What follows belongs to an exercise in optimizing a design on an open flow for a short achievable clock period and few clock cycles per item; a production flow would make more cautious choices.
RTL that was checked went through simulation tests only; none was proved equivalent to the original.
The RTL of runs 1 to 3 and 5 was laid out without a check of its function.
The flow treats the clock pin as an ideal source, which a real chip does not have.
Power figures rest on the tool's default switching activity, not on a simulated workload.

File: flow/flow/run.sh
#!/bin/bash
set -euo pipefail
W=$(pwd)
cat > "$W/own_synth.tcl" <<EOT
proc extract_fa {args} { puts "own flow: extract_fa skipped" }
proc abc {args} {
  set i [lsearch \$args -script]
  set args [lreplace \$args [expr {\$i+1}] [expr {\$i+1}] $W/flow/abc_fast.script]
  puts "own flow: abc -script [lindex \$args [expr {\$i+1}]]"
  yosys abc {*}\$args
}
source $W/synth_recipe.tcl
EOT
sed -e "s#/synth_recipe.tcl#/own_synth.tcl#" \
    -e "s#^make \(.*\) \"\${@:-finish}\"#make \1 POST_CTS_TCL=$W/flow/post_cts.tcl \"\${@:-finish}\"#" \
    standard.sh > own_standard.sh
grep -q own_synth.tcl own_standard.sh
grep -q POST_CTS_TCL own_standard.sh
bash own_standard.sh finish > flow_make.log 2>&1
test -s out/final.def
File: flow/design.v
module risc_processor (
    input clk,
    input reset,
    output [7:0] imem_addr,
    input  [7:0] imem_data,
    output reg [7:0] result,   
    output reg result_valid
    );
    reg [7:0] pcn;             
    reg [7:0] ia;              
    reg [7:0] rf [0:3];
    reg [7:0] mem [0:15];
    reg        if_valid;       
    reg [3:0]  if_rsh, if_rth; 
    reg [7:0]  if_ra, if_rb;   
    reg        if_ua, if_ub;   
    reg        if_wa, if_wb;   
    reg        if_fa, if_fb;   
    reg        if_add, if_sub, if_and, if_or, if_ld, if_st;
    reg [3:0]  if_we;          
    reg [3:0]  t_p0, t_g0, t_y00, t_y10;
    reg        ex_valid;
    reg [3:0]  ex_we;          
    reg        ex_wres;        
    reg [15:0] ex_sth;         
    reg        ex_stf;         
    reg [3:0]  wb_we;          
    reg [7:0]  last;           
    reg [7:0]  fw;             
    reg [7:0]  fwn;            
    reg [3:0]  fwml, fwmu;     
    reg        wb_wres;        
    reg        wb_valid;
    reg [7:0]  p0, p1, g0, g1; 
    reg [7:0]  y00, y01;       
    reg [7:0]  y10, y11;       
    reg        cin;
    reg [15:0] ex_lah;         
    reg        ex_sfa;         
    reg [7:0]  ex_sd;          
    assign imem_addr = ia;
    wire       pcn_wrap = (pcn[3:0] == 4'h0);
    wire [7:0] pcn_next = {pcn_wrap ? pcn[7:4] - 4'd1 : pcn[7:4], pcn[3:0] - 4'd1};
    wire [3:0] f_we = if_we;
    wire f_fwa = if_fa;
    wire f_fwb = if_fb;
    wire [7:0] ra = ({8{if_wa}} & ~fwn) | ({8{if_ua}} & if_ra);
    wire [7:0] rb = ({8{if_wb}} & ~fwn) | ({8{if_ub}} & if_rb);
    function [3:0] fwd1(input [3:0] t, input fa, input fb);
        reg [3:0] u;
        begin
            u = fa ? {t[3:2], t[3:2]} : t;
            fwd1 = fb ? {u[3], u[3], u[1], u[1]} : u;
        end
    endfunction
    wire [3:0] t_p1  = fwd1(t_p0, f_fwa, f_fwb);
    wire [3:0] t_g1  = fwd1(t_g0, f_fwa, f_fwb);
    wire [3:0] t_y01 = fwd1(t_y00, f_fwa, f_fwb);
    wire [3:0] t_y11 = fwd1(t_y10, f_fwa, f_fwb);
    reg [7:0] d_p0, d_p1, d_g0, d_g1, d_y00, d_y01, d_y10, d_y11;
    integer k;
    always @* begin
        for (k = 0; k < 8; k = k + 1) begin
            d_p0[k]  = t_p0[{ra[k], rb[k]}];
            d_p1[k]  = t_p1[{ra[k], rb[k]}];
            d_g0[k]  = t_g0[{ra[k], rb[k]}];
            d_g1[k]  = t_g1[{ra[k], rb[k]}];
            d_y00[k] = t_y00[{ra[k], rb[k]}];
            d_y01[k] = t_y01[{ra[k], rb[k]}];
            d_y10[k] = t_y10[{ra[k], rb[k]}];
            d_y11[k] = t_y11[{ra[k], rb[k]}];
        end
    end
    wire [15:0] rah = 16'd1 << ra[3:0];
    wire [15:0] rbh = 16'd1 << rb[3:0];
    wire [7:0] p = (fw & p1) | (~fw & p0);
    wire [7:0] g = (fw & g1) | (~fw & g0);
    wire [8:0] G0 = {g, cin};
    wire [8:0] P0 = {p, 1'b0};
    wire [8:0] G1 = G0 | (P0 & {G0[7:0], 1'b0});
    wire [8:0] P1 = P0 & {P0[7:0], 1'b0};
    wire [8:0] G2 = G1 | (P1 & {G1[6:0], 2'b0});
    wire [8:0] P2 = P1 & {P1[6:0], 2'b0};
    wire [8:0] G3 = G2 | (P2 & {G2[4:0], 4'b0});
    wire [7:0] c = G3[7:0];
    reg  [7:0] ldn;
    integer j;
    always @* begin
        ldn = 8'h00;
        for (j = 0; j < 16; j = j + 1)
            ldn = ldn | ({8{ex_lah[j]}} & mem[j]);
    end
    reg  [7:0] ldf;
    always @* begin
        ldf = 8'h00;
        for (j = 0; j < 16; j = j + 1)
            ldf = ldf | ({8{fwml[j % 4] & fwmu[j / 4]}} & mem[j]);
    end
    wire [7:0] y0 = ((fw & y01) | (~fw & y00)) | ldn | ldf;
    wire [7:0] y1 = (fw & y11) | (~fw & y10);
    wire [7:0] res = (c & y1) | (~c & y0);
    wire [7:0] resr = wb_wres ? ~fwn : last;
    wire [15:0] fwh = 16'd1 << ~fwn[3:0];
    wire [15:0] mwe = ex_sth | ({16{ex_stf}} & fwh);
    wire [7:0]  sd = ex_sfa ? fw : ex_sd;
    wire [3:0] i_rsh = 4'b0001 << imem_data[3:2];
    wire [3:0] i_rth = 4'b0001 << imem_data[1:0];
    wire i_fa = |(f_we & i_rsh);
    wire i_fb = |(f_we & i_rth);
    wire i_wa = |(ex_we & i_rsh);
    wire i_wb = |(ex_we & i_rth);
    wire [7:0] rf_n [0:3];
    assign rf_n[0] = wb_we[0] ? ~fwn : rf[0];
    assign rf_n[1] = wb_we[1] ? ~fwn : rf[1];
    assign rf_n[2] = wb_we[2] ? ~fwn : rf[2];
    assign rf_n[3] = wb_we[3] ? ~fwn : rf[3];
    wire [3:0] i_we = (imem_data[7:4] == 4'd5) ? 4'b0000 :
                      (imem_data[7:4] == 4'd4) ? i_rth : i_rsh;
    wire [3:0] i_op = imem_data[7:4];
    wire i_ar  = (i_op == 4'd0) | (i_op == 4'd1);
    wire i_sub = (i_op == 4'd1);
    wire i_and = (i_op == 4'd2);
    wire i_or  = (i_op == 4'd3);
    wire [3:0] tb_p = {4{i_ar}} & ({4{i_sub}} ^ 4'b0110);             
    wire [3:0] tb_g = {4{i_ar}} & (i_sub ? 4'b0100 : 4'b1000);        
    wire [3:0] tb_y = tb_p | ({4{i_and}} & 4'b1000) | ({4{i_or}} & 4'b1110);
    wire [3:0] tb_n = {4{i_ar}} & ~tb_p;
    integer i;
    always @(posedge clk or posedge reset) begin
        if (reset) begin
            pcn <= 8'hff;
            ia <= 8'h00;
            if_valid <= 1'b0;
            if_we <= 4'b0000;
            result_valid <= 1'b0;
            wb_valid <= 1'b0;
            wb_wres <= 1'b0;
            last <= 8'd0;
            ex_valid <= 1'b0;
            ex_we <= 4'b0000;
            ex_wres <= 1'b0;
            ex_sth <= 16'd0;
            ex_stf <= 1'b0;
            wb_we <= 4'b0000;
            rf[0] <= 8'h05;
            rf[1] <= 8'h00;
            rf[2] <= 8'h03;
            rf[3] <= 8'h00;
            for (i = 0; i < 16; i = i + 1)
                mem[i] <= (i == 5) ? 8'h0A : 8'h00;
        end else begin
            pcn <= pcn_next;
            ia <= ~pcn_next;
            if_valid <= 1'b1;
            if_we <= i_we;
            ex_valid <= if_valid;
            ex_we <= f_we;
            ex_wres <= if_valid && !if_st;
            ex_sth <= (if_valid && if_st && !f_fwb) ? rbh : 16'd0;
            ex_stf <= if_valid && if_st && f_fwb;
            wb_valid <= ex_valid;
            wb_wres <= ex_wres;
            wb_we <= ex_we;
            result_valid <= wb_valid;
            last <= resr;
            for (i = 0; i < 16; i = i + 1)
                if (mwe[i])
                    mem[i] <= sd;
            for (i = 0; i < 4; i = i + 1)
                if (wb_we[i])
                    rf[i] <= ~fwn;
        end
    end
    always @(posedge clk) begin
        if_rsh <= i_rsh;
        if_rth <= i_rth;
        if_fa  <= i_fa;
        if_fb  <= i_fb;
        if_wa  <= i_wa & ~i_fa;
        if_wb  <= i_wb & ~i_fb;
        if_ra  <= rf_n[imem_data[3:2]];
        if_rb  <= rf_n[imem_data[1:0]];
        if_ua  <= ~(i_fa | i_wa);
        if_ub  <= ~(i_fb | i_wb);
        if_add <= imem_data[7:4] == 4'd0;
        if_sub <= imem_data[7:4] == 4'd1;
        if_and <= imem_data[7:4] == 4'd2;
        if_or  <= imem_data[7:4] == 4'd3;
        if_ld  <= imem_data[7:4] == 4'd4;
        if_st  <= imem_data[7:4] == 4'd5;
        fw  <= res;
        result <= resr;
        fwn  <= ~res;
        fwml <= (if_ld && f_fwa) ? (4'd1 << res[1:0]) : 4'd0;
        fwmu <= 4'd1 << res[3:2];
        t_p0  <= tb_p;
        t_g0  <= tb_g;
        t_y00 <= tb_y;
        t_y10 <= tb_n;
        p0  <= d_p0;
        p1  <= d_p1;
        g0  <= d_g0;
        g1  <= d_g1;
        cin <= if_sub;
        y00 <= d_y00;
        y01 <= d_y01;
        y10 <= d_y10;
        y11 <= d_y11;
        ex_lah <= (if_ld && !f_fwa) ? rah : 16'd0;
        ex_sfa <= f_fwa;
        ex_sd  <= ra;
    end
endmodule
File: flow/standard.sh
#!/bin/bash
# synth_recipe.tcl (not shown) runs the flow's synth.tcl, then flattens the netlist and writes it again
# the make line also repeats each setting of config.mk as NAME=value (left out here)
make -C /OpenROAD-flow-scripts/flow DESIGN_CONFIG=/design/flow/config.mk WORK_HOME=/design/flow/orfs CLKGATE_MAP_FILE= SYNTH_SCRIPT=/design/flow/synth_recipe.tcl "${@:-finish}"
File: flow/flow/abc_fast.script
strash
&get -n
&st
&dch
&nf
&st
&syn2
&if -g -K 6
&synch2
&nf
&put
strash
dch -f
map -D 1
buffer -c
topo
stime -c
upsize -c
dnsize -c
File: flow/constraint.sdc
create_clock -name core_clock -period 4.0 [get_ports {clk}]
set_input_delay 0.8000 -clock core_clock [delete_from_list [all_inputs] [get_ports {clk}]]
set_output_delay 0.8000 -clock core_clock [all_outputs]
set_load 0.01 [all_outputs]
File: flow/config.mk
export PLATFORM = sky130hd
export DESIGN_NAME = risc_processor
export DESIGN_NICKNAME = risc_processor
export VERILOG_FILES = /design/flow/design.v
export SDC_FILE = /design/flow/constraint.sdc
export NUM_CORES = 4
export LEC_CHECK = 0
export ABC_CLOCK_PERIOD_IN_PS = 1500
export CAP_MARGIN = 20
export CORE_MARGIN = 2
export CORE_UTILIZATION = 40
export SETUP_SLACK_MARGIN = 2.5
export SLEW_MARGIN = 20
File: flow/flow/post_cts.tcl
set block [ord::get_db_block]
set root [$block findInst clkbuf_0_clk]
if {$root == "NULL"} {
  puts "own flow: no root clock buffer clkbuf_0_clk; clock tree kept"
} else {
  set innet [[$root findITerm A] getNet]
  set onet [[$root findITerm X] getNet]
  set loads {}
  foreach it [$onet getITerms] {
    if {[$it getInst] != $root} { lappend loads $it }
  }
  if {[llength $loads] > 4 || [llength [$innet getITerms]] != 1 || [llength [$innet getBTerms]] != 1} {
    puts "own flow: root clock buffer drives [llength $loads] pins; clock tree kept"
  } else {
    foreach it $loads {
      puts "own flow: clock port now drives [[$it getInst] getName]"
      $it disconnect
      $it connect $innet
    }
    [$root findITerm A] disconnect
    [$root findITerm X] disconnect
    odb::dbInst_destroy $root
    odb::dbNet_destroy $onet
    estimate_parasitics -placement
    report_clock_latency
    repair_timing_helper
    detailed_placement
    check_placement -verbose
    estimate_parasitics -placement
    report_clock_latency
  }
}
==> impl_metrics.py, run 1 <==
metrics = {
    "global_route": {
        "grt_max_degree": 52,
        "grt_antenna_before_repair": 0,
        "use_met1_pct": 35.7,
        "grt_pass1_vias": 13152,
        "grt_pass1_wl_um": 78700,
        "track_usage_pct": 26.4,
        "grt_use_met2_pct": 41.4,
        "overflow": 0,
        "grt_busiest_layer": "met2",
        "grt_util_met3_pct": 4.37,
    },
    "detailed_routing": {
        "antenna_left": 0,
        "wl_per_cell_um": 21.3,
        "first_iter_violations": 1439,
        "dr.pass1.iters": 7,
        "post-route-drc-count": 0,
        "vias_per_cell": 5.50,
        "via_count": 13548,
        "wl_um": 52400,
    },
    "floorplanning": {
        "dieArea_mm2": 0.0398,
        "start_util_pct": 40.6,
        "die-height_um": 200,
        "fp-row-count": 71,
        "die-width_um": 200,
        "pin_count": 27,
        "design.core.area_mm2": 0.0377,
    },
    "pwr": {
        "p_switching_mw": 3.16,
        "swShare_pct": 30.3,
        "p_per_area_mw_per_mm2": 524,
        "p_leak_nw": 8.52,
        "combPwrFrac_pct": 19.1,
        "seqPwrFrac_pct": 43.6,
        "worst_ir_drop_vdd_uv": 395,
        "p_clk_share_pct": 37.3,
        "p_int_mw": 7.25,
    },
    "synth": {
        "postSynthCellCount": 1769,
        "ys_warn_count": 3,
        "syn-mean-instance-area_um2": 8.65,
        "ys_types": 70,
        "ys_ff_latch": 365,
        "seq_area_frac_synth_pct": 55.0,
        "syn_nets": 1779,
        "async_flop_share_pct": 60.0,
        "synth_area_mm2": 0.0153,
        "ys.flop_type": "dfrtp_1",
        "synth_edf_count": 0,
    },
    "sta": {
        "post-route-period-util_pct": 43.7,
        "final_hold_viol_count": 0,
        "setup_viol_count_final": 0,
        "max_slew.worst_pin.slew_ps": 562,
        "grt_setup_unrepaired": "yes",
        "maxSlewViolCount": 0,
        "finalClockSkew_ps": 14.9,
        "layout_min_cycle_time_ps": 1750,
        "fmax_mhz": 572,
        "slew-limit-headroom_pct": 62.4,
        "fin_tns_setup_ps": 0,
    },
    "worst_setup_path": {
        "cpPeakStageDelay_ps": 390,
        "critPathMaxFanout": 8,
        "cp.depth": 8,
        "rr_worst_depth": 8,
        "critPathCaptureType": "register",
        "required_ps": 4310,
        "start_kind": "register",
        "critPathArrivalTime_ps": 2050,
        "path_buf_inv": 2,
        "critical_path_class": "reg2reg",
        "cp_slowest_cell": "dfxtp_4",
        "worst_path_dominant_cell_family": "compound AO/OA/AOI/OAI gates",
        "path_cells": "a21oi_4, buf_6, buf_12, nor2_1, a211oi_2, nand4_1, o21ai_2, o21a_1",
    },
    "place": {
        "port_buffers": 26,
        "gp_congestion": 0.937,
        "dp_hpwl_um": 32800,
        "placed_cells": 2240,
    },
    "worst_hold_path": {
        "min_path_cells": 0,
        "hold_path.class": "reg2reg",
    },
    "clocking": {
        "cts_tree": "built",
        "worstSkewPairLatency_ps": 370,
        "cts.sinks": 365,
        "cts.clk_slew.worst_paths_ps": 60,
    },
    "run_status": {
        "status": "finished clean",
    },
    "layout": {
        "layout.cells.non_filler": 2465,
        "drive_gt1_share_pct": 26.0,
        "nFillCells": 3388,
        "area_growth_pct": 29.6,
        "nNetsFinal": 1931,
        "n_antenna_cell": 0,
    },
    "run": {
        "drv_cap": 0,
    },
}
==> synth_stat cells, types with 11 or more instances <==
master / count / area (um^2)
a21oi_1: 84 / 420
a22oi_1: 43 / 323
buf_2: 26 / 130
clkbuf_1: 39 / 146
dfrtp_1: 205 / 5130
dfstp_2: 14 / 368
dfxtp_1: 146 / 2920
inv_1: 180 / 676
nand2_1: 345 / 1290
nand3_1: 88 / 440
nand4_1: 23 / 144
nor2_1: 146 / 548
nor3_1: 11 / 55.1
o21ai_0: 224 / 1120
o22ai_1: 24 / 150
xnor2_1: 13 / 114
==> metrics by stage <==
step / total power [mW] / utilization [%] / hold slack, ps / instance area, um^2 / setup WS (ps)
6_report: 10.4 / 52.7 / 352 / 19800 / 2250
5_1_grt: 10.8 / 52.7 / 371 / 19800 / 2170
3_5_place_dp: 6.00 / 42.4 / 342 / 16000 / 1310
3_3_place_gp: 5.97 / 42.4 / 334 / 16000 / 1280
2_1_floorplan: 5.46 / - / 331 / 15300 / 357
==> power groups by stage <==
stage	logic, mW	clock network [mW]	registers, mW
floorplan	1.12	0	4.33
global placement	1.35	0	4.62
detailed placement	1.38	0	4.62
global route	2.16	4.07	4.57
finish	1.99	3.88	4.54
==> metal layers <==
| metal | part of all wire (%) | vias up |
|---|---|---|
| met5 | 0 | - |
| met4 | 4.7 | 0 |
| met3 | 8.1 | 157 |
| met2 | 46 | 642 |
| met1 | 42 | 6480 |
| li1 | - | 6269 |
==> final cells by class <==
cell class	instances	area, um^2	area share, %
clock buffers	56	1170	5.92
multi-input cells	1136	6640	33.5
well taps	511	639	3.22
repair buffers	185	1800	9.09
flip-flops and latches	365	8560	43.1
clock inverters	19	234	1.18
repair inverters	4	30.0	0.151
inverters	189	762	3.84
==> logic make-up (layout without fill, tap and decap cells) <==
family,count (synthesis),in the layout,synth area share (%)
multiplexers,4,4,0.311
buffers and inverters,269,453,7.31
XOR/XNOR,18,18,1.08
other,1,1,0.0245
AO/OA/AOI/OAI,476,477,18.9
flip-flops,365,365,55.0
AND/OR/NAND/NOR,636,636,17.3
==> flip-flops by register name, summed over array words and instances, names as in the netlist, 16 cells and up <==
name / cells
ex_sth: 16
ex_lah: 16
mem: 128
rf: 32
==> cells in the final DEF, fill, tap and decap left out, types with 8 or more instances in the layout <==
| master | instances |
|---|---|
| dfxtp_4 | 28 |
| nand2_2 | 9 |
| a22oi_1 | 31 |
| o21ai_1 | 22 |
| nand4_1 | 23 |
| o211ai_1 | 10 |
| o22ai_1 | 22 |
| dfxtp_1 | 96 |
| o31ai_1 | 8 |
| a21oi_1 | 65 |
| buf_4 | 106 |
| inv_2 | 19 |
| o21ai_2 | 8 |
| a21oi_4 | 13 |
| nand3_2 | 11 |
| nor2_1 | 134 |
| nand3_1 | 77 |
| nand2_1 | 328 |
| clkinvlp_4 | 16 |
| dfxtp_2 | 22 |
| dfstp_2 | 14 |
| a22oi_2 | 18 |
| buf_12 | 24 |
| inv_1 | 153 |
| clkinv_2 | 11 |
| a21oi_2 | 10 |
| buf_2 | 15 |
| clkbuf_16 | 42 |
| o21ai_0 | 203 |
| dfrtp_1 | 202 |
| buf_6 | 30 |
==> path summary, 6_finish.rpt <==
path                            slack, ps          startpoint              endpoint
worst min-delay path                  350  ex_valid$_DFF_PP0_    wb_valid$_DFF_PP0_
max in group asynchronous            2580               reset    rf[2][1]$_DFF_PP1_
min in group asynchronous             900               reset  ex_sth[12]$_DFF_PP0_
worst min register to register        350  ex_valid$_DFF_PP0_    wb_valid$_DFF_PP0_
worst max-delay path                 2250  fwml[3]$_SDFF_PN0_    fwmu[0]$_SDFF_PP0_
worst max register to register       2250  fwml[3]$_SDFF_PN0_    fwmu[0]$_SDFF_PP0_
==> run 2: changes to the inputs <==
--- a/flow/config.mk
+++ b/flow/config.mk
@@ -9,5 +9,6 @@
 export CAP_MARGIN = 20
 export CORE_MARGIN = 2
 export CORE_UTILIZATION = 40
+export PLACE_DENSITY = 0.8
 export SETUP_SLACK_MARGIN = 2.5
 export SLEW_MARGIN = 20
==> impl_metrics.py, run 2 <==
metrics = {
    "global_route": {
        "grt_pass1_wl_um": 81800,
        "track_usage_pct": 27.0,
        "grt_max_degree": 85,
        "grt_pass1_vias": 14347,
        "overflow": 0,
        "grt_antenna_before_repair": 0,
    },
    "worst_setup_path": {
        "cp.depth": 8,
        "worst_path_dominant_cell_family": "compound AO/OA/AOI/OAI gates",
        "cp_slowest_cell": "a221oi_4",
        "start_kind": "register",
        "r2r_start": "fwmu[3]$_SDFF_PN0_",
        "rr_worst_depth": 8,
        "critPathArrivalTime_ps": 2180,
        "critPathCaptureType": "register",
        "path_buf_inv": 3,
        "path_cells": "buf_4, a21oi_4, inv_4, buf_6, a221oi_4, nand4_1, nand2_1, o21ai_0",
        "r2r-end": "fw[5]$_DFF_P_",
        "critPathMaxFanout": 7,
        "cpPeakStageDelay_ps": 390,
        "critical_path_class": "reg2reg",
        "required_ps": 4230,
        "reg2reg_setup_slack_ps": 2050,
    },
    "worst_hold_path": {
        "hold_end": "result_valid$_DFF_PP0_",
        "hold_path.class": "reg2reg",
        "min_from": "wb_valid$_DFF_PP0_",
        "min_path_cells": 0,
    },
    "pwr": {
        "p_leak_nw": 8.79,
        "worst_ir_drop_vdd_uv": 596,
        "p_per_area_mw_per_mm2": 522,
    },
    "synth": {
        "synth.largest_area_cell": "dfrtp_1",
        "synth_top_area_share_pct": 33.5,
        "ys_warn_count": 3,
        "syn-mean-instance-area_um2": 8.65,
        "synth_edf_count": 0,
        "async_flop_share_pct": 60.0,
        "synth_area_leaders": "dfrtp_1 (34%), dfxtp_1 (19%), nand2_1 (8.5%)",
        "synth_area_mm2": 0.0153,
        "ys_ff_latch": 365,
        "yosysMostFrequentCell": "nand2_1",
        "ys_types": 70,
        "ys.flop_type": "dfrtp_1",
        "seq_area_frac_synth_pct": 55.0,
        "postSynthCellCount": 1769,
        "syn_nets": 1779,
        "yosys-top-cells-count": "nand2_1 (345), o21ai_0 (224), dfrtp_1 (205)",
    },
    "detailed_routing": {
        "via_count": 15309,
        "wl_per_cell_um": 24.4,
        "vias_per_cell": 6.11,
        "dr.pass1.iters": 8,
        "first_iter_violations": 2530,
        "antenna_left": 0,
        "post-route-drc-count": 0,
        "wl_um": 61100,
    },
    "layout": {
        "largest_reg_flops": 128,
        "final_util_pct": 54.7,
        "nNetsFinal": 1970,
        "area_growth_pct": 34.6,
        "final_common_cell": "nand2_1",
        "top_regs": "mem (128), rf (32)",
        "top_register": "mem",
        "nFillCells": 3009,
        "mostFrequentLayoutCells": "nand2_1 (303), dfrtp_1 (201), o21ai_0 (176)",
        "drive_gt1_share_pct": 29.9,
    },
    "sta": {
        "grt_setup_unrepaired": "yes",
        "maxSlewViolCount": 0,
        "max_slew.worst_pin.slew_ps": 871,
        "holdWs_ps": 346,
        "fmax_mhz": 513,
        "final_hold_viol_count": 0,
        "finalClockSkew_ps": 37.4,
        "fin_ws_ps": 2050,
        "fin_tns_setup_ps": 0,
        "setup_viol_count_final": 0,
        "layout_min_cycle_time_ps": 1950,
        "slew-limit-headroom_pct": 41.3,
        "post-route-period-util_pct": 48.7,
    },
    "clocking": {
        "worstSkewPairLatency_ps": 390,
        "cts.clk_slew.worst_paths_ps": 60,
        "cts_tree": "built",
        "cts.sinks": 365,
    },
    "place": {
        "dp_hpwl_um": 32100,
        "port_buffers": 26,
        "dpl_worst_slack_ps": 1350,
        "gp_congestion": 0.971,
    },
    "floorplanning": {
        "fp-row-count": 71,
        "pin_count": 27,
        "die-height_um": 200,
        "design.core.area_mm2": 0.0377,
        "die-width_um": 200,
        "dieArea_mm2": 0.0398,
        "start_util_pct": 40.6,
    },
    "run": {
        "drv_cap": 0,
    },
    "run_status": {
        "status": "finished clean",
    },
}
==> run 2: cell counts after synthesis <==
No cell type changed its count.
==> run 2: how the worst max path moves through the flow <==
| stage | start | to | slack (ps) |
|---|---|---|---|
| detailed placement | imem_data[1] | if_wb$_DFF_P_ | 1350 |
| global route | fwmu[3]$_SDFF_PN0_ | fw[5]$_DFF_P_ | 2020 |
| finish | fwmu[3]$_SDFF_PN0_ | fw[5]$_DFF_P_ | 2050 |
| floorplan | reset | ex_stf$_DFF_PP0_ | 360 |
| global placement | imem_data[0] | if_wb$_DFF_P_ | 1410 |
==> run 2: kinds of logic (layout without fill, tap and decap cells) <==
kind of cell	Yosys count	in the layout	share of synthesized area (%)
compound gates	476	479	18.9
other cells	1	2	0.0245
mux	4	4	0.311
xor+xnor	18	18	1.08
flops	365	365	55.0
simple gates	636	636	17.3
buf+inv	269	489	7.31
==> run 2: layout make-up <==
type	count	area [um^2]	share of cell area (%)
flip-flops and latches	365	8550	41.5
multi-input cells	1138	6910	33.5
repair buffers	218	2280	11.1
clock buffers	62	1200	5.84
inverters	189	792	3.84
well taps	511	639	3.10
clock inverters	11	168	0.814
repair inverters	9	60.1	0.291
diodes	1	2.50	0.0121
==> run 2: routing by layer <==
metal / global-route usage (%) / part of all wire [%] / vias up
met3: 5.99 / 14 / 459
li1: - / - / 6337
met2: 42.8 / 43 / 1337
met1: 33.7 / 34 / 7174
met5: 0 / 0.083 / -
met4: 16.2 / 8.8 / 2
==> run 2: report_power, final <==
part	total (mW)	internal, mW	leakage [nW]	switching (mW)
registers	4.55	4.14	4.09	0.420
clock network	3.80	2.28	0.675	1.52
logic	2.41	0.891	4.02	1.51
total	10.8	7.31	8.79	3.46
==> run 2: metrics by stage <==
stage | total power [mW] | cell area [um^2] | std cells
6_report | 10.8 | 20600 | 2504
5_1_grt | 11.0 | 20600 | 2503
3_5_place_dp | 5.98 | 16000 | 2241
3_3_place_gp | 5.92 | 16000 | 2241
2_1_floorplan | 5.46 | 15300 | 1769
==> run 3: changes to the inputs <==
--- a/flow/config.mk
+++ b/flow/config.mk
@@ -8,7 +8,6 @@
 export ABC_CLOCK_PERIOD_IN_PS = 1500
 export CAP_MARGIN = 20
 export CORE_MARGIN = 2
-export CORE_UTILIZATION = 40
-export PLACE_DENSITY = 0.8
+export CORE_UTILIZATION = 60
 export SETUP_SLACK_MARGIN = 2.5
 export SLEW_MARGIN = 20
==> impl_metrics.py, run 3 <==
metrics = {
    "sta": {
        "layout_min_cycle_time_ps": 1750,
        "fin_ws_ps": 2250,
        "max_slew.worst_pin.slew_ps": 555,
        "post-route-period-util_pct": 43.7,
        "fmax_mhz": 572,
        "final_hold_viol_count": 0,
        "holdWs_ps": 349,
        "fin_tns_setup_ps": 0,
        "slew-limit-headroom_pct": 63.0,
        "grt_setup_unrepaired": "yes",
        "maxSlewViolCount": 0,
        "finalClockSkew_ps": 16.8,
        "setup_viol_count_final": 0,
    },
    "pwr": {
        "p_int_mw": 7.06,
        "seqPwrFrac_pct": 44.7,
        "p_leak_nw": 8.42,
        "combPwrFrac_pct": 20.8,
        "p_clk_share_pct": 34.5,
        "p_per_area_mw_per_mm2": 524,
        "swShare_pct": 30.9,
        "worst_ir_drop_vdd_uv": 508,
        "p_switching_mw": 3.15,
        "finalPower_mw": 10.2,
    },
    "clocking": {
        "worstSkewPairLatency_ps": 360,
        "cts.clk_slew.worst_paths_ps": 60,
        "cts.sinks": 365,
        "cts_tree": "built",
    },
    "worst_setup_path": {
        "critical_path_class": "reg2reg",
        "r2r-end": "fwmu[0]$_SDFF_PP0_",
        "critPathMaxFanout": 8,
        "start_kind": "register",
        "critPathCaptureType": "register",
        "endpoint": "fwmu[0]$_SDFF_PP0_",
        "required_ps": 4300,
        "r2r_start": "fwml[3]$_SDFF_PN0_",
        "rr_worst_depth": 9,
        "crit_start": "fwml[3]$_SDFF_PN0_",
        "critPathArrivalTime_ps": 2050,
        "reg2reg_setup_slack_ps": 2250,
    },
    "layout": {
        "finish.instance_area_mm2": 0.0195,
        "layout.cells.non_filler": 2274,
        "final_util_pct": 77.6,
        "area_growth_pct": 27.3,
        "drive_gt1_share_pct": 25.9,
        "top_register": "mem",
        "top_regs": "mem (128), rf (32)",
        "n_antenna_cell": 0,
        "final_common_cell": "nand2_1",
        "mostFrequentLayoutCells": "nand2_1 (328), dfrtp_1 (201), o21ai_0 (191)",
        "nNetsFinal": 1924,
        "largest_reg_flops": 128,
    },
    "synth": {
        "syn_nets": 1779,
        "synth_edf_count": 0,
        "synth.largest_area_cell": "dfrtp_1",
        "yosysMostFrequentCell": "nand2_1",
        "async_flop_share_pct": 60.0,
        "ys_ff_latch": 365,
        "synth_area_mm2": 0.0153,
        "ys_warn_count": 3,
        "synth_area_leaders": "dfrtp_1 (34%), dfxtp_1 (19%), nand2_1 (8.5%)",
        "syn-mean-instance-area_um2": 8.65,
        "synth_top_area_share_pct": 33.5,
        "ys_types": 70,
        "seq_area_frac_synth_pct": 55.0,
        "yosys-top-cells-count": "nand2_1 (345), o21ai_0 (224), dfrtp_1 (205)",
        "postSynthCellCount": 1769,
        "ys.flop_type": "dfrtp_1",
    },
    "global_route": {
        "overflow": 0,
        "grt_pass1_vias": 13336,
        "grt_pass1_wl_um": 77400,
        "track_usage_pct": 38.3,
        "grt_antenna_before_repair": 0,
        "grt_max_degree": 73,
    },
    "floorplanning": {
        "dieArea_mm2": 0.0268,
        "die-height_um": 164,
        "design.core.area_mm2": 0.0251,
        "pin_count": 27,
        "die-width_um": 164,
        "fp-row-count": 58,
        "start_util_pct": 61.0,
    },
    "place": {
        "gp_congestion": 1.04,
        "placed_cells": 2061,
        "place_area_mm2": 0.0158,
        "port_buffers": 26,
        "dpl_worst_slack_ps": 1380,
        "dp_hpwl_um": 32100,
    },
    "run_status": {
        "status": "finished clean",
    },
    "detailed_routing": {
        "wl_per_cell_um": 23.3,
        "via_count": 14260,
        "wl_um": 53100,
        "antenna_left": 0,
        "dr.pass1.iters": 7,
        "post-route-drc-count": 0,
        "vias_per_cell": 6.27,
        "first_iter_violations": 2217,
    },
    "worst_hold_path": {
        "hold_path.class": "reg2reg",
    },
    "run": {
        "drv_cap": 0,
    },
}
## run 3: routing by layer
| metal | wire length [um] | up-vias | track usage [%] | part of all wire (%) |
|---|---|---|---|---|
| met5 | 0 | - | 0 | 0 |
| met4 | 3130 | 0 | 17.3 | 5.9 |
| met3 | 6640 | 255 | 7.78 | 13 |
| met2 | 22900 | 990 | 58.4 | 43 |
| met1 | 20400 | 6769 | 53.0 | 38 |
| li1 | - | 6246 | - | - |
## run 3: worst max-delay path, cell delays in order, from the launching register on
cell,delay (ps)
dfxtp_4,390
a21oi_2,160
buf_6,150
buf_6,110
buf_6,90
nor2_2,30
a211oi_2,160
nand4_1,280
o21ai_4,170
o21a_1,140
## run 3: power groups by stage
stage | sequential [mW] | combinational (mW) | clock (mW)
floorplan | 4.33 | 1.12 | 0
global placement | 4.59 | 1.36 | 0
detailed placement | 4.59 | 1.39 | 0
global route | 4.59 | 2.26 | 3.68
finish | 4.56 | 2.12 | 3.52
## run 3: area by class of cell
class / instances / area (um^2)
clock buffer: 61 / 1200
clock inverter: 8 / 68.8
fill: 1696 / 5620
inverter: 189 / 772
multi-input combinational: 1138 / 6680
sequential: 365 / 8540
tap: 330 / 413
timing repair buffer: 179 / 1790
timing repair inverter: 4 / 27.5
## run 3: worst min-delay path by stage
stage / from / to / slack [ps] / cells past startpoint
after floorplan: wb_valid$_DFF_PP0_ / result_valid$_DFF_PP0_ / 330 / 0
final: wb_valid$_DFF_PP0_ / result_valid$_DFF_PP0_ / 350 / 0
after global placement: ex_valid$_DFF_PP0_ / wb_valid$_DFF_PP0_ / 340 / 0
after detailed placement: ex_valid$_DFF_PP0_ / wb_valid$_DFF_PP0_ / 340 / 0
after global routing: ex_wres$_DFF_PP0_ / wb_wres$_DFF_PP0_ / 360 / 0
## run 3: logic make-up after synthesis
group	share of synthesized area (%)
AND/OR/NAND/NOR	17.3
buffers and inverters	7.31
XOR/XNOR	1.08
flip-flops	55.0
AO/OA/AOI/OAI	18.9
multiplexers	0.311
other	0.0245
==> run 4: changes to the inputs <==
--- a/flow/design.v
+++ b/flow/design.v
@@ -35,7 +35,6 @@
     reg [7:0]  y00, y01;       
     reg [7:0]  y10, y11;       
     reg        cin;
-    reg [15:0] ex_lah;         
     reg        ex_sfa;         
     reg [7:0]  ex_sd;          
     assign imem_addr = ia;
@@ -71,7 +70,6 @@
             d_y11[k] = t_y11[{ra[k], rb[k]}];
         end
     end
-    wire [15:0] rah = 16'd1 << ra[3:0];
     wire [15:0] rbh = 16'd1 << rb[3:0];
     wire [7:0] p = (fw & p1) | (~fw & p0);
     wire [7:0] g = (fw & g1) | (~fw & g0);
@@ -83,20 +81,14 @@
     wire [8:0] P2 = P1 & {P1[6:0], 2'b0};
     wire [8:0] G3 = G2 | (P2 & {G2[4:0], 4'b0});
     wire [7:0] c = G3[7:0];
-    reg  [7:0] ldn;
     integer j;
-    always @* begin
-        ldn = 8'h00;
-        for (j = 0; j < 16; j = j + 1)
-            ldn = ldn | ({8{ex_lah[j]}} & mem[j]);
-    end
     reg  [7:0] ldf;
     always @* begin
         ldf = 8'h00;
         for (j = 0; j < 16; j = j + 1)
             ldf = ldf | ({8{fwml[j % 4] & fwmu[j / 4]}} & mem[j]);
     end
-    wire [7:0] y0 = ((fw & y01) | (~fw & y00)) | ldn | ldf;
+    wire [7:0] y0 = ((fw & y01) | (~fw & y00)) | ldf;
     wire [7:0] y1 = (fw & y11) | (~fw & y10);
     wire [7:0] res = (c & y1) | (~c & y0);
     wire [7:0] resr = wb_wres ? ~fwn : last;
@@ -191,8 +183,8 @@
         fw  <= res;
         result <= resr;
         fwn  <= ~res;
-        fwml <= (if_ld && f_fwa) ? (4'd1 << res[1:0]) : 4'd0;
-        fwmu <= 4'd1 << res[3:2];
+        fwml <= !if_ld ? 4'd0 : f_fwa ? (4'd1 << res[1:0]) : (4'd1 << ra[1:0]);
+        fwmu <= f_fwa ? (4'd1 << res[3:2]) : (4'd1 << ra[3:2]);
         t_p0  <= tb_p;
         t_g0  <= tb_g;
         t_y00 <= tb_y;
@@ -206,7 +198,6 @@
         y01 <= d_y01;
         y10 <= d_y10;
         y11 <= d_y11;
-        ex_lah <= (if_ld && !f_fwa) ? rah : 16'd0;
         ex_sfa <= f_fwa;
         ex_sd  <= ra;
     end
--- a/flow/config.mk
+++ b/flow/config.mk
@@ -8,6 +8,6 @@
 export ABC_CLOCK_PERIOD_IN_PS = 1500
 export CAP_MARGIN = 20
 export CORE_MARGIN = 2
-export CORE_UTILIZATION = 60
+export CORE_UTILIZATION = 40
 export SETUP_SLACK_MARGIN = 2.5
 export SLEW_MARGIN = 20
==> impl_metrics.py, run 4 <==
metrics = {
    "layout": {
        "multiInputGateArea_mm2": 0.00626,
        "n_antenna_cell": 0,
        "nFillCells": 3241,
        "final_util_pct": 51.3,
        "drive_gt1_share_pct": 24.6,
        "largest_reg_flops": 128,
        "regArea_mm2": 0.00821,
        "nNetsFinal": 1836,
        "layout.cells.non_filler": 2324,
        "area_growth_pct": 27.3,
        "finish.instance_area_mm2": 0.0186,
        "mostFrequentLayoutCells": "nand2_1 (342), dfrtp_1 (201), o21ai_0 (196)",
        "top_register": "mem",
        "top_regs": "mem (128), rf (32), ex_sth (16)",
        "final_common_cell": "nand2_1",
    },
    "worst_setup_path": {
        "critPathArrivalTime_ps": 1960,
        "critPathCaptureType": "register",
        "worst_path_dominant_cell_family": "simple AND/OR/NAND/NOR gates",
        "cpPeakStageDelay_ps": 400,
        "critical_path_class": "reg2reg",
        "r2r-end": "fwml[0]$_SDFF_PP0_",
        "r2r_start": "fwmu[2]$_SDFF_PN0_",
        "critPathMaxFanout": 5,
        "reg2reg_setup_slack_ps": 2310,
        "rr_worst_depth": 10,
        "path_cells": "buf_12, buf_12, buf_6, nand3_2, nand3_2, nor2_4, nand2_2, o22ai_4, a21oi_2, nor3_1",
        "start_kind": "register",
        "cp_slowest_cell": "dfxtp_4",
        "required_ps": 4270,
        "path_buf_inv": 3,
    },
    "global_route": {
        "grt_antenna_before_repair": 0,
        "grt_max_degree": 51,
        "overflow": 0,
        "grt_pass1_vias": 12086,
        "track_usage_pct": 23.0,
        "grt_pass1_wl_um": 68700,
    },
    "clocking": {
        "cts.clk_slew.worst_paths_ps": 60,
        "worstSkewPairLatency_ps": 380,
        "cts_tree": "built",
        "cts.sinks": 349,
    },
    "sta": {
        "final_hold_viol_count": 0,
        "fin_ws_ps": 2310,
        "fin_tns_setup_ps": 0,
        "max_slew.worst_pin.slew_ps": 668,
        "layout_min_cycle_time_ps": 1690,
        "maxSlewViolCount": 0,
        "slew-limit-headroom_pct": 55.0,
        "fmax_mhz": 591,
        "finalClockSkew_ps": 26.5,
        "setup_viol_count_final": 0,
        "grt_setup_unrepaired": "yes",
        "holdWs_ps": 350,
        "post-route-period-util_pct": 42.3,
    },
    "pwr": {
        "seqPwrFrac_pct": 41.5,
        "p_switching_mw": 3.84,
        "p_per_area_mw_per_mm2": 611,
        "finalPower_mw": 11.4,
        "p_int_mw": 7.55,
        "swShare_pct": 33.7,
        "p_leak_nw": 8.16,
        "p_clk_share_pct": 31.0,
        "worst_ir_drop_vdd_uv": 382,
        "combPwrFrac_pct": 27.5,
    },
    "synth": {
        "yosys-top-cells-count": "nand2_1 (365), o21ai_0 (215), dfrtp_1 (205)",
        "syn-mean-instance-area_um2": 8.58,
        "syn_nets": 1718,
        "synth_area_leaders": "dfrtp_1 (35%), dfxtp_1 (18%), nand2_1 (9.4%)",
        "synth.largest_area_cell": "dfrtp_1",
        "synthAdderAreaFrac_pct": 0,
        "postSynthCellCount": 1708,
        "synth_edf_count": 0,
        "async_flop_share_pct": 62.8,
        "ys_ff_latch": 349,
        "yosysMostFrequentCell": "nand2_1",
        "synth-simple-area-share_pct": 17.9,
        "synth_area_mm2": 0.0146,
        "seq_area_frac_synth_pct": 55.3,
        "ys.flop_type": "dfrtp_1",
        "synthMuxAreaShare_pct": 0.367,
        "synth_top_family_by_area": "compound AO/OA/AOI/OAI gates",
        "synth_top_area_share_pct": 35.0,
        "synth_compound_area_share_pct": 18.5,
        "ys_warn_count": 3,
        "ys_types": 61,
        "yosys.area_share.xor_xnor_pct": 0.658,
    },
    "worst_hold_path": {
        "min_path_cells": 0,
        "hold_end": "result_valid$_DFF_PP0_",
        "min_from": "wb_valid$_DFF_PP0_",
        "hold_path.class": "reg2reg",
    },
    "detailed_routing": {
        "via_count": 12616,
        "wl_per_cell_um": 19.1,
        "first_iter_violations": 1026,
        "post-route-drc-count": 0,
        "vias_per_cell": 5.43,
        "dr.pass1.iters": 5,
        "antenna_left": 0,
        "wl_um": 44400,
    },
    "floorplanning": {
        "fp-row-count": 70,
        "design.core.area_mm2": 0.0363,
        "pin_count": 27,
        "die-width_um": 195,
        "start_util_pct": 40.3,
        "dieArea_mm2": 0.0382,
        "die-height_um": 195,
    },
    "run": {
        "drv_cap": 0,
    },
    "place": {
        "port_buffers": 26,
        "place_area_mm2": 0.0153,
        "placed_cells": 2136,
        "dpl_worst_slack_ps": 1260,
        "gp_congestion": 0.860,
        "dp_hpwl_um": 27400,
    },
    "run_status": {
        "status": "finished clean",
    },
}
run 4: worst max path at each step:
| stage | startpoint | end | slack, ps | cells after the start |
|---|---|---|---|---|
| finish | fwmu[2]$_SDFF_PN0_ | fwml[0]$_SDFF_PP0_ | 2310 | 10 |
| floorplan | reset | ex_stf$_DFF_PP0_ | 360 | 1 |
| detailed placement | imem_data[1] | if_wb$_DFF_P_ | 1260 | 5 |
| global placement | imem_data[1] | if_wb$_DFF_P_ | 1300 | 5 |
| global route | fwmu[2]$_SDFF_PN0_ | fwml[0]$_SDFF_PP0_ | 2260 | 10 |
run 4: cell type report:
cell class / instances / area share (%)
clock buffer: 60 / 6.42
clock inverter: 9 / 0.517
inverter: 171 / 3.70
multi-input combinational: 1107 / 33.6
sequential: 349 / 44.0
tap: 468 / 3.14
timing repair buffer: 155 / 8.45
timing repair inverter: 5 / 0.188
run 4: worst register-to-register path, delay by kind of cell, from the launching register on:
family,cells,cell delay [ps]
simple gates,5,500
flops,1,400
buf+inv,3,400
compound gates,2,290
run 4: cell families after synthesis:
family / Yosys count
simple gates: 634
compound gates: 454
xor+xnor: 11
mux: 5
buf+inv: 254
flops: 349
other cells: 1
run 4: per-layer routing:
metal,up-vias,track usage [%],routed length (um)
li1,5928,-,-
met1,6148,31.8,19100
met2,431,37.2,20800
met3,109,2.85,2830
met4,0,8.34,1600
met5,-,0,0
run 4: power groups by stage:
| stage | clock network, mW | registers [mW] | logic [mW] |
|---|---|---|---|
| after floorplan | 0 | 4.44 | 1.74 |
| final | 3.53 | 4.72 | 3.13 |
| after global routing | 3.72 | 4.79 | 3.40 |
| after global placement | 0 | 4.78 | 2.11 |
| after detailed placement | 0 | 4.79 | 2.15 |
Testbench counts of run 4, summed over its fixed seeds: cycles 28,944, instructions 28,800.
==> run 5: changes to the inputs <==
--- a/flow/design.v
+++ b/flow/design.v
@@ -29,6 +29,7 @@
     reg [7:0]  fw;             
     reg [7:0]  fwn;            
     reg [3:0]  fwml, fwmu;     
+    reg [3:0]  fwmln, fwmun;
     reg        wb_wres;        
     reg        wb_valid;
     reg [7:0]  p0, p1, g0, g1; 
@@ -86,7 +87,8 @@
     always @* begin
         ldf = 8'h00;
         for (j = 0; j < 16; j = j + 1)
-            ldf = ldf | ({8{fwml[j % 4] & fwmu[j / 4]}} & mem[j]);
+            ldf = ldf | ({{4{~fwmln[j % 4] & ~fwmun[j / 4]}},
+                          {4{fwml[j % 4] & fwmu[j / 4]}}} & mem[j]);
     end
     wire [7:0] y0 = ((fw & y01) | (~fw & y00)) | ldf;
     wire [7:0] y1 = (fw & y11) | (~fw & y10);
@@ -185,6 +187,8 @@
         fwn  <= ~res;
         fwml <= !if_ld ? 4'd0 : f_fwa ? (4'd1 << res[1:0]) : (4'd1 << ra[1:0]);
         fwmu <= f_fwa ? (4'd1 << res[3:2]) : (4'd1 << ra[3:2]);
+        fwmln <= ~(!if_ld ? 4'd0 : f_fwa ? (4'd1 << res[1:0]) : (4'd1 << ra[1:0]));
+        fwmun <= ~(f_fwa ? (4'd1 << res[3:2]) : (4'd1 << ra[3:2]));
         t_p0  <= tb_p;
         t_g0  <= tb_g;
         t_y00 <= tb_y;
==> impl_metrics.py, run 5 <==
metrics = {
    "run_status": {
        "status": "finished clean",
    },
    "synth": {
        "ys.flop_type": "dfrtp_1",
        "postSynthCellCount": 1676,
        "syn-mean-instance-area_um2": 8.94,
        "yosys.area_share.xor_xnor_pct": 0.634,
        "synth.largest_area_cell": "dfrtp_1",
        "yosysMostFrequentCell": "nand2_1",
        "syn_nets": 1686,
        "synth_edf_count": 0,
        "yosys-top-cells-count": "nand2_1 (330), dfrtp_1 (205), o21ai_0 (193)",
        "synth_area_leaders": "dfrtp_1 (34%), dfxtp_1 (18%), nand2_1 (8.3%)",
        "seq_area_frac_synth_pct": 55.1,
        "async_flop_share_pct": 61.3,
        "synth_top_area_share_pct": 34.2,
        "synth-simple-area-share_pct": 17.7,
        "ys_warn_count": 3,
        "ys_ff_latch": 357,
        "synthMuxAreaShare_pct": 0.576,
        "synthAdderAreaFrac_pct": 0,
        "ys_types": 70,
        "synth_area_mm2": 0.0150,
        "synth_compound_area_share_pct": 19.1,
        "synth_top_family_by_area": "compound AO/OA/AOI/OAI gates",
    },
    "layout": {
        "n_antenna_cell": 0,
        "largest_reg_flops": 128,
        "final_common_cell": "nand2_1",
        "finish.instance_area_mm2": 0.0193,
        "area_growth_pct": 28.7,
        "multiInputGateArea_mm2": 0.00659,
        "nNetsFinal": 1819,
        "regArea_mm2": 0.00840,
        "final_util_pct": 52.4,
        "nFillCells": 3221,
        "top_regs": "mem (128), rf (32), ex_sth (16)",
        "top_register": "mem",
        "mostFrequentLayoutCells": "nand2_1 (308), dfrtp_1 (201), o21ai_0 (170)",
        "drive_gt1_share_pct": 28.0,
    },
    "detailed_routing": {
        "dr.pass1.iters": 7,
        "antenna_left": 0,
        "first_iter_violations": 1139,
        "wl_um": 46000,
        "wl_per_cell_um": 19.9,
        "via_count": 12432,
        "post-route-drc-count": 0,
        "vias_per_cell": 5.38,
    },
    "floorplanning": {
        "die-width_um": 198,
        "design.core.area_mm2": 0.0368,
        "pin_count": 27,
        "start_util_pct": 40.7,
        "fp-row-count": 70,
        "dieArea_mm2": 0.0390,
        "die-height_um": 198,
    },
    "run": {
        "drv_cap": 0,
    },
    "sta": {
        "post-route-period-util_pct": 42.1,
        "maxSlewViolCount": 0,
        "slew-limit-headroom_pct": 64.1,
        "fmax_mhz": 594,
        "final_hold_viol_count": 0,
        "fin_tns_setup_ps": 0,
        "setup_viol_count_final": 0,
        "finalClockSkew_ps": 21.6,
        "grt_setup_unrepaired": "yes",
        "layout_min_cycle_time_ps": 1680,
        "max_slew.worst_pin.slew_ps": 535,
    },
    "pwr": {
        "swShare_pct": 34.5,
        "p_per_area_mw_per_mm2": 613,
        "finalPower_mw": 11.8,
        "p_leak_nw": 8.47,
        "p_switching_mw": 4.08,
        "p_int_mw": 7.74,
        "p_clk_share_pct": 30.5,
        "seqPwrFrac_pct": 41.5,
        "worst_ir_drop_vdd_uv": 296,
        "combPwrFrac_pct": 28.0,
    },
    "global_route": {
        "grt_pass1_wl_um": 72100,
        "grt_antenna_before_repair": 0,
        "grt_max_degree": 75,
        "grt_pass1_vias": 12497,
        "overflow": 0,
        "track_usage_pct": 24.0,
    },
    "clocking": {
        "cts.clk_slew.worst_paths_ps": 60,
        "cts.sinks": 357,
        "worstSkewPairLatency_ps": 370,
        "cts_tree": "built",
    },
    "place": {
        "gp_congestion": 0.883,
        "dp_hpwl_um": 28000,
        "place_area_mm2": 0.0155,
        "port_buffers": 26,
    },
    "worst_hold_path": {
        "min_path_cells": 0,
        "hold_end": "result_valid$_DFF_PP0_",
        "hold_path.class": "reg2reg",
        "min_from": "wb_valid$_DFF_PP0_",
    },
    "worst_setup_path": {
        "reg2reg_setup_slack_ps": 2320,
        "critPathArrivalTime_ps": 1990,
        "required_ps": 4300,
        "r2r_start": "fwmu[3]$_DFF_P_",
        "rr_worst_depth": 9,
        "critical_path_class": "reg2reg",
        "critPathCaptureType": "register",
        "r2r-end": "fwmu[0]$_DFF_P_",
        "critPathMaxFanout": 8,
        "start_kind": "register",
    },
}
run 5: cell types whose count changed in the layout (fill, tap and decap cells not counted), sizes merged, moves of 5 or more:
cell / change
o21ai: -27
buf: +8
nor2: +8
a21oi: +25
a32oi: +5
dfxtp: +8
nand2: -32
inv: -9
o22ai: -7
a22oi: +9
run 5: how the worst max path moves through the flow:
stage | from | end | slack, ps
6_report | fwmu[3]$_DFF_P_ | fwmu[0]$_DFF_P_ | 2320
5_1_grt | fwml[3]$_DFF_P_ | fwmln[3]$_DFF_P_ | 2250
3_5_place_dp | imem_data[0] | if_ub$_DFF_P_ | 1470
3_3_place_gp | imem_data[0] | if_wb$_DFF_P_ | 1540
2_1_floorplan | reset | ex_stf$_DFF_PP0_ | 360
run 5: logic make-up (layout without fill, tap and decap cells):
kind of cell           Yosys count  in the layout
AO/OA/AOI/OAI                  450            451
XOR/XNOR                        10             10
buffers and inverters          236            400
flip-flops                     357            357
multiplexers                     8              8
other                            1              1
AND/OR/NAND/NOR                614            614
run 5: final cells by class:
cell class,count,share of cell area [%]
repair buffers,164,9.06
clock buffers,59,5.99
inverters,160,3.33
well taps,468,3.04
clock inverters,14,0.714
flip-flops and latches,357,43.6
repair inverters,3,0.117
multi-input cells,1084,34.2
run 5: metrics by stage:
stage | std cells | setup WS (ps) | hold slack [ps]
finish | 2309 | 2320 | 351
global route | 2309 | 2250 | 359
detailed placement | 2106 | 1470 | 338
global placement | 2106 | 1540 | 332
floorplan | 1676 | 357 | 331
run 5: power groups by stage:
stage | combinational (mW) | sequential, mW | clock [mW]
2_1_floorplan | 1.87 | 4.59 | 0
3_3_place_gp | 2.24 | 4.95 | 0
3_5_place_dp | 2.29 | 4.95 | 0
5_1_grt | 3.59 | 4.98 | 3.82
6_report | 3.31 | 4.91 | 3.60
run 5: worst max-delay path: stages, from the launching register on:
cell	delay, ps
dfxtp_4	360
buf_12	140
buf_6	110
a22oi_2	130
a2bb2oi_2	160
nand4_1	210
nand3_2	160
buf_6	110
a31oi_4	90
nor2_1	110
run 5: metal layers:
layer	part of all wire [%]	vias up	global-route usage [%]
met5	0	-	0
met4	3.6	0	9.19
met2	47	487	39.6
met1	42	5946	31.5
met3	7.2	108	4.32
li1	-	5891	-

## what the ideal ports hide
How much do the figures lean on ideal ports? The routed layouts below were timed once more, with nothing changed but the port constraints.
Step 1, drivers: a clkbuf_16 drives clk and a buf_2 each remaining input, both assumed.
Step 2 adds t to the input delays and takes it off the output delays; t is the mean of the earliest and latest rising clock arrival at the registers after step 1. Input paths then give back, and output paths get back, about the clock's delay inside the block.
Three values: ideal ports, drivers, drivers and shift; two values: the first two.
run | t, ns | setup WS [ns] | worst setup path at the end | slew at the worst register clock pin (ns) | cell pins on the clock port's net
run 1 | 0.484 | 2.253 / 2.190 / 2.189 | input, reset recovery | 0.06 / 0.06 | 4
run 2 | 0.488 | 2.051 / 2.051 / 2.051 | register to register | 0.07 / 0.07 | 4
run 3 | 0.453 | 2.251 / 2.234 / 2.217 | input to register | 0.07 / 0.07 | 4
run 4 | 0.463 | 2.309 / 2.237 / 2.152 | input, reset recovery | 0.07 / 0.07 | 4
run 5 | 0.481 | 2.316 / 2.226 / 2.120 | input to register | 0.06 / 0.06 | 4
After both steps setup and hold are still met in every run listed. For run 5, which loses most, drivers alone change the setup slack by -0.090 ns; drivers and shift together by -0.196 ns. The worst setup slack also covers recovery checks on asynchronous resets.
